Background: an optimization exercise with open tools, aiming at small area, a short achievable clock period and few clock cycles. Do not read the settings as production practice.
At most, simulation tests tie the RTL to the original design; equivalence was not proved.

## vendingMachine
module vendingMachine(
   clk,
   reset,
   coinInA,
   coinInB,
   coinInC,
   coinInD,
   itemTypeIn,
   itemNumberIn,
   forceIn,
   coinOutA,
   coinOutB,
   coinOutC,
   coinOutD,
   itemTypeOut,
   itemNumberOut,
   serviceTypeOut
);
Size: about 1600 cells after synthesis, roughly 45 flip-flops, ~9300 sq um of cells after synthesis.
==> flow/config.mk <==
export PLATFORM = sky130hd
export DESIGN_NAME = vendingMachine
export DESIGN_NICKNAME = vendingMachine
export VERILOG_FILES = /design/flow/design.v
export SDC_FILE = /design/flow/constraint.sdc
export NUM_CORES = 4
export LEC_CHECK = 0
export ABC_AREA = 1
export CAP_MARGIN = 20
export CORE_MARGIN = 2
export CORE_UTILIZATION = 40
export SLEW_MARGIN = 20
==> flow/constraint.sdc <==
create_clock -name core_clock -period 6.0 [get_ports {clk}]
set_input_delay 1.2000 -clock core_clock [delete_from_list [all_inputs] [get_ports {clk}]]
set_output_delay 1.2000 -clock core_clock [all_outputs]
set_load 0.01 [all_outputs]
standard.sh (not shown) runs the stock make flow with config.mk's settings and CLKGATE_MAP_FILE= SYNTH_SCRIPT=/design/flow/synth_recipe.tcl, a recipe that flattens the netlist after the stock synthesis.
==> flow/flow/run.sh <==
#!/bin/bash
# The standard layout, with these changes:
# - synthesis leaves adders to ABC as plain gates instead of mapping them
#   to the full/half-adder cells;
# - each port gets a buf_2 as its buffer.
set -euo pipefail
here=$(pwd)
mkdir -p scripts
for f in "$FLOW_HOME"/scripts/*; do ln -sf "$f" scripts/; done
rm -f scripts/abc_area.script
cp flow/abc_area.script scripts/abc_area.script
bash standard.sh ADDER_MAP_FILE= SCRIPTS_DIR="$here/scripts" "BUFFER_PORTS_ARGS=-buffer_cell sky130_fd_sc_hd__buf_2" finish > flow_make.log 2>&1
==> flow/flow/abc_area.script <==
strash
&get -n
&deepsyn -J 5 -S 1
&put
balance
balance -l
resub -K 6 -l
rewrite -l
resub -K 6 -N 2 -l
refactor -l
resub -K 8 -l
balance -l
resub -K 8 -N 2 -l
rewrite -l
resub -K 10 -l
rewrite -z -l
resub -K 10 -N 2 -l
balance -l
resub -K 12 -l
refactor -z -l
resub -K 12 -N 2 -l
rewrite -z -l
balance -l
dch
map -B 0.9
map -B 0.9
topo
stime -c
buffer -c
upsize -c
dnsize -c
Then changed:
--- a/flow/design.v
+++ b/flow/design.v
@@ -152,52 +152,55 @@
 wire [6:0]  tB   = {1'b0, countB} + {1'b0, coinInB};
 wire [6:0]  tC   = {1'b0, countC} + {1'b0, coinInC};
 wire [6:0]  tD   = {1'b0, countD} + {1'b0, coinInD};
 wire [5:0]  pA   = exA ? 6'd0 : countA - a[5:0];
 wire [5:0]  pB   = exB ? 6'd0 : countB - rr[6:1];
 wire [5:0]  pC   = exC ? 6'd0 : countC - (exB ? e2[5:0] : {5'b0, b});
 wire [5:0]  pD   = countD - kD;
 wire [5:0]  nA   = busy ? pA : tA[6] ? 6'd63 : tA[5:0];
 wire [5:0]  nB   = busy ? pB : tB[6] ? 6'd63 : tB[5:0];
 wire [5:0]  nC   = busy ? pC : tC[6] ? 6'd63 : tC[5:0];
 wire [5:0]  nD   = busy ? pD : tD[6] ? 6'd63 : tD[5:0];
 always @(posedge clk) begin
-   s5     <= busy ? ev[9:0] : s50;
-   num    <= busy ? num - 3'd1 : num0;
-   first  <= ~busy;
-end
-always @(posedge clk) begin
    if (!reset) begin
       busy   <= 1'b0;
       countA <= 6'd5;
       countB <= 6'd30;
       countC <= 6'd10;
       countD <= 6'd20;
    end
    else if (!busy) begin
       if (itemNumberIn != 3'd0) begin
          busy   <= 1'b1;
+         first  <= 1'b1;
          countA <= nA;
          countB <= nB;
          countC <= nC;
          countD <= nD;
+         s5     <= s50;
          r      <= r0;
+         num    <= num0;
          typ    <= itemTypeIn;
          frc    <= forceIn;
       end
    end
    else if (ok) begin
       busy   <= 1'b0;
       countA <= nA;
       countB <= nB;
       countC <= nC;
       countD <= nD;
+   end
+   else begin
+      first  <= 1'b0;
+      num    <= num - 3'd1;
+      s5     <= ev[9:0];
    end
 end
 assign coinOutA       = kA;
 assign coinOutB       = kB;
 assign coinOutC       = kC;
 assign coinOutD       = kD;
 assign itemTypeOut    = typ;
 assign itemNumberOut  = num;
 assign serviceTypeOut = !busy ? 2'b01 : ok ? 2'b00 : 2'b10;
 endmodule
Effect: Global-route usage falls by 0.39 points; design area falls by 2.5%; setup slack loses 0.018 ns; routed wire length falls by 3.0%.
Testbench counts after the change, summed over its fixed seeds: cycles 15,992.
Only the layout flow was run in the first run of this note; the RTL was not checked for function there.


## v5
vendingMachine, a different RTL version from the one above (not shown whole).
Size in the first run: roughly 1600 cells after synthesis, about 50 flip-flops, roughly 63 I/O pins.
clock: 6.0 ns
lec_check: 0
abc_area: 1
cap_margin: 20
core_margin: 2
core_utilization: 40
slew_margin: 20
Scripts as last shown in full above: flow/flow/run.sh, flow/flow/abc_area.script
Testbench counts of v5, summed over its fixed seeds: cycles 15,992.
diff inputs: v5 => v24
--- a/flow/design.v
+++ b/flow/design.v
@@ -160,44 +160,47 @@
 wire [3:0]  dq50;
 assign dq50[0] = (~dmr[4] & ~dmr[3] & dmr[2] & dmr[0]) | (~dmr[4] & ~dmr[3] & dmr[2] & dmr[1]) | (~dmr[5] & ~dmr[4] & dmr[3] & ~dmr[2] & ~dmr[1]) | (~dmr[4] & dmr[2] & dmr[1] & dmr[0]) | (~dmr[5] & dmr[4] & dmr[3] & dmr[2] & ~dmr[1]) | (dmr[5] & ~dmr[4] & ~dmr[3] & dmr[1] & dmr[0]) | (dmr[5] & ~dmr[4] & ~dmr[3] & dmr[2]) | (dmr[5] & ~dmr[4] & dmr[2] & dmr[0]) | (dmr[5] & ~dmr[4] & dmr[2] & dmr[1]) | (dmr[5] & ~dmr[3] & dmr[2] & dmr[1] & dmr[0]) | (dmr[4] & dmr[3] & ~dmr[2] & dmr[1]) | (~dmr[5] & dmr[4] & ~dmr[3] & ~dmr[2]) | (dmr[5] & dmr[4] & ~dmr[2] & ~dmr[1]) | (~dmr[5] & dmr[4] & ~dmr[2] & dmr[0]);
 assign dq50[1] = (~dmr[5] & ~dmr[4] & dmr[3] & dmr[1]) | (~dmr[5] & ~dmr[4] & dmr[3] & dmr[2]) | (~dmr[5] & dmr[4] & ~dmr[3] & ~dmr[2]) | (~dmr[5] & dmr[3] & dmr[2] & dmr[1]) | (dmr[5] & ~dmr[4] & ~dmr[3]) | (dmr[5] & ~dmr[3] & dmr[2]) | (dmr[5] & dmr[4] & dmr[3] & ~dmr[2]) | (dmr[5] & ~dmr[3] & dmr[1]);
 assign dq50[2] = (~dmr[5] & dmr[4] & dmr[2]) | (~dmr[5] & dmr[4] & dmr[3]) | (dmr[5] & ~dmr[4] & ~dmr[3]) | (dmr[4] & dmr[3] & dmr[2]);
 assign dq50[3] = (dmr[5] & dmr[3]) | (dmr[5] & dmr[4]);
 always @(posedge clk) begin
-   s5     <= busy ? ev[9:0] : s50;
-   num    <= busy ? num - 3'd1 : num0;
-   first  <= ~busy;
-end
-always @(posedge clk) begin
    if (!reset) begin
       busy   <= 1'b0;
       countA <= 6'd5;
       countB <= 6'd30;
       countC <= 6'd10;
       countD <= 6'd20;
    end
    else if (!busy) begin
       if (itemNumberIn != 3'd0) begin
          busy   <= 1'b1;
+         first  <= 1'b1;
          countA <= nA;
          countB <= nB;
          countC <= nC;
          countD <= nD;
+         s5     <= s50;
          r      <= r0;
          dq5    <= dq50;
          rok    <= cD1 >= {3'b0, r0};
+         num    <= num0;
          typ    <= itemTypeIn;
          frc    <= forceIn;
       end
    end
    else if (ok) begin
       busy   <= 1'b0;
       countA <= nA;
       countB <= nB;
       countC <= nC;
       countD <= nD;
+   end
+   else begin
+      first  <= 1'b0;
+      num    <= num - 3'd1;
+      s5     <= ev[9:0];
    end
 end
 assign coinOutA       = kA;
 assign coinOutB       = kB;
 assign coinOutC       = kC;
 assign coinOutD       = kD;
==> comparison <==
Looking at share of the clock period used by the worst path across v5 and v24, the one that comes out lower is v5.
Of the two values seen for worst setup path startpoint, s5[5]$_DFF_P_ was produced by v5 and s5[2]$_DFFE_PP_ by v24.
Compared with v5, area of all placed cells without fillers in v24 increased by a few percent.
[compare] base=v5 new=v24: detailed-route wire length on metal 1 now smaller, slew of the pin with the lowest slew margin higher, global-route usage over all layers saw a decrease, netlist area before placement -1.1%, number of instances in the synthesized netlist dropped 28.
Post-layout net count up 1.0% in v24 wrt v5
For v24, only the layout was checked, not whether the RTL still works.


Setup of the previous run:
Another version of the RTL of vendingMachine (not shown whole).
For scale: about 1,600 cells after synthesis, roughly 45 flip-flops, ~63 I/O pins.
export LEC_CHECK = 0
export ABC_AREA = 1
export CAP_MARGIN = 20
export CORE_MARGIN = 2
export CORE_UTILIZATION = 40
export SLEW_MARGIN = 20
create_clock -name core_clock -period 6.0 [get_ports {clk}]
==> flow/flow/abc_area.script <==
strash
&get -n
&deepsyn -J 5 -S 1
&put
balance
balance -l
resub -K 6 -l
rewrite -l
resub -K 6 -N 2 -l
refactor -l
resub -K 8 -l
balance -l
resub -K 8 -N 2 -l
rewrite -l
resub -K 10 -l
rewrite -z -l
resub -K 10 -N 2 -l
balance -l
resub -K 12 -l
refactor -z -l
resub -K 12 -N 2 -l
rewrite -z -l
balance -l
dch
map -B 0.9
topo
stime -c
buffer -c
upsize -c
dnsize -c
Scripts as last shown in full above: flow/flow/run.sh
The flow for the previous run finished, though final verification flagged negative setup slack.
Input changes introduced in the current run (baseline for comparison: the previous run):
-- flow/design.v --
<<< the previous run, line 34
output [1:0]   serviceTypeOut;
reg            busy;              
reg            first;             
reg    [5:0]   countA, countB, countC, countD;   
reg    [9:0]   s5;                
>>> the current run, line 34
output [1:0]   serviceTypeOut;
reg            busy;              
reg    [5:0]   countA, countB, countC, countD;   
reg    [9:0]   s5;                
<<< the previous run, line 70
wire [9:0]  v5   = {coinInA, 3'b0} + {3'b0, coinInA, 1'b0} + {3'b0, coinInB, 1'b0}
                 + {4'b0, coinInC} + {6'b0, dq};
wire [10:0] ev   = {1'b0, v5} - {3'b0, kn};
wire        enough = ~ev[10];
reg  [5:0]  ge;
>>> the current run, line 69
wire [9:0]  v5   = {coinInA, 3'b0} + {3'b0, coinInA, 1'b0} + {3'b0, coinInB, 1'b0}
                 + {4'b0, coinInC} + {6'b0, dq};
wire [7:0]  knr;                  
assign knr[0] = (~typ[1] & num[0]) | (~typ[0] & num[0]);
assign knr[1] = (~typ[0] & ~num[1] & num[0]) | (~typ[1] & typ[0] & num[1]) | (~typ[0] & num[1] & ~num[0]);
assign knr[2] = (~typ[0] & ~num[2] & num[1] & ~num[0]) | (~typ[1] & ~typ[0] & num[2] & num[0]) | (typ[0] & ~num[2] & num[0]) | (~typ[1] & typ[0] & num[2] & ~num[0]) | (typ[1] & ~num[2] & num[0]) | (~typ[0] & num[2] & ~num[1] & ~num[0]) | (typ[1] & typ[0] & num[0]);
assign knr[3] = (~num[2] & num[1] & num[0]) | (~typ[0] & num[2] & ~num[1]) | (~typ[1] & num[2] & ~num[1] & num[0]) | (typ[0] & num[1] & ~num[0]) | (typ[1] & ~typ[0] & num[0]) | (typ[1] & num[1]);
assign knr[4] = (~typ[1] & ~typ[0] & num[2] & num[1]) | (~typ[1] & typ[0] & num[2] & ~num[1]) | (typ[1] & ~typ[0] & num[1] & ~num[0]) | (typ[1] & num[2] & ~num[0]) | (typ[1] & typ[0] & ~num[2] & num[0]) | (num[2] & num[1] & ~num[0]);
assign knr[5] = (~typ[1] & typ[0] & num[2] & num[1] & num[0]) | (typ[1] & ~typ[0] & num[2] & ~num[1] & ~num[0]) | (typ[1] & ~typ[0] & num[1] & num[0]) | (typ[1] & typ[0] & num[2] & ~num[1] & num[0]) | (typ[1] & typ[0] & num[1] & ~num[0]) | (typ[1] & ~num[2] & num[1] & num[0]);
assign knr[6] = (typ[1] & ~typ[0] & num[2] & num[0]) | (typ[1] & typ[0] & num[2] & ~num[1]) | (typ[1] & num[2] & num[1] & ~num[0]);
assign knr[7] = (typ[1] & typ[0] & num[2] & num[1] & num[0]);
wire [10:0] ev   = {1'b0, busy ? s5 : v5} + (busy ? {3'b0, frc ? {3'b0, cost5(typ)} : knr} : ~{3'b0, kn})
                 + {10'b0, ~busy};
wire        enough = ~ev[10];
reg  [5:0]  ge;
<<< the previous run, line 140
wire        exC  = exB ? (exA ? cA_ : cN) : c0;
wire        okq  = exB ? (exA ? qA & ~rbig : qN) : ~(c0 & (dq5 == 4'd0));
wire        ok   = rok & okq & (first | frc | (num == 3'd0));
wire [7:0]  e2   = rr - {1'b0, countB, 1'b0};                 
wire [3:0]  qlo  = rr[3:0] - u0[3:0];                         
>>> the current run, line 149
wire        exC  = exB ? (exA ? cA_ : cN) : c0;
wire        okq  = exB ? (exA ? qA & ~rbig : qN) : ~(c0 & (dq5 == 4'd0));
wire        ok   = rok & okq;
wire [7:0]  e2   = rr - {1'b0, countB, 1'b0};                 
wire [3:0]  qlo  = rr[3:0] - u0[3:0];                         
<<< the previous run, line 171
      if (itemNumberIn != 3'd0) begin
         busy   <= 1'b1;
         first  <= 1'b1;
         countA <= nA;
         countB <= nB;
>>> the current run, line 180
      if (itemNumberIn != 3'd0) begin
         busy   <= 1'b1;
         countA <= nA;
         countB <= nB;
<<< the previous run, line 191
   end
   else begin
      first  <= 1'b0;
      num    <= num - 3'd1;
      s5     <= s5 + {5'b0, cost5(typ)};
   end
end
>>> the current run, line 199
   end
   else begin
      num    <= frc ? num - 3'd1 : 3'd0;
      s5     <= ev[9:0];
   end
end
--- outcome ---
- The current run finished all stages; the layout is clean.
- Final area of the current run exceeds that of the previous run slightly.
- Going from the previous run to the current run, post-CTS setup repair buffer count shrinks by 16.
- Compared the previous run against the current run; number of H-tree levels within noise.
- The previous run → the current run: final critical-path setup slack went up 0.19 ns; final non-filler cell total went up 93; relative area of clock buffers and inverters in the final design held; remaining max-slew budget at the tightest pin went down 10 points.
No functional check of the RTL was part of any run of this note.

==> port drivers added, routing unchanged <==
The results above use ideal ports. As a check the final layouts listed here were re-extracted and re-timed, cells and wires unchanged. Step 1: set_driving_cell puts a clkbuf_16 on clk and a buf_2 on each other input, an assumption about the parent block. Step 2 also shifts input and output timing later by t, the mid clock arrival at the registers, as if the neighbouring blocks saw the same clock. Three values: ideal, step 1, step 2; two values: the first two.
run	shift t [ns]	setup WS [ns]	worst register clock-pin slew, ns
the first run of note 1	0.343	0.405 / 0.364 / 0.399	0.07 / 0.07
the second run of note 1	0.351	0.387 / 0.339 / 0.186	0.08 / 0.08
v5	0.353	0.531 / 0.487 / 0.534	0.09 / 0.09
v24	0.337	0.188 / 0.150 / 0.252	0.08 / 0.08
the previous run	0.353	-0.094 / -0.136 / 0.172	0.08 / 0.08
the current run	0.335	0.093 / 0.055 / 0.228	0.07 / 0.07
The setup slack of the second run of note 1, which loses most, moves by -0.048 ns with the drivers and by -0.201 ns with both steps.
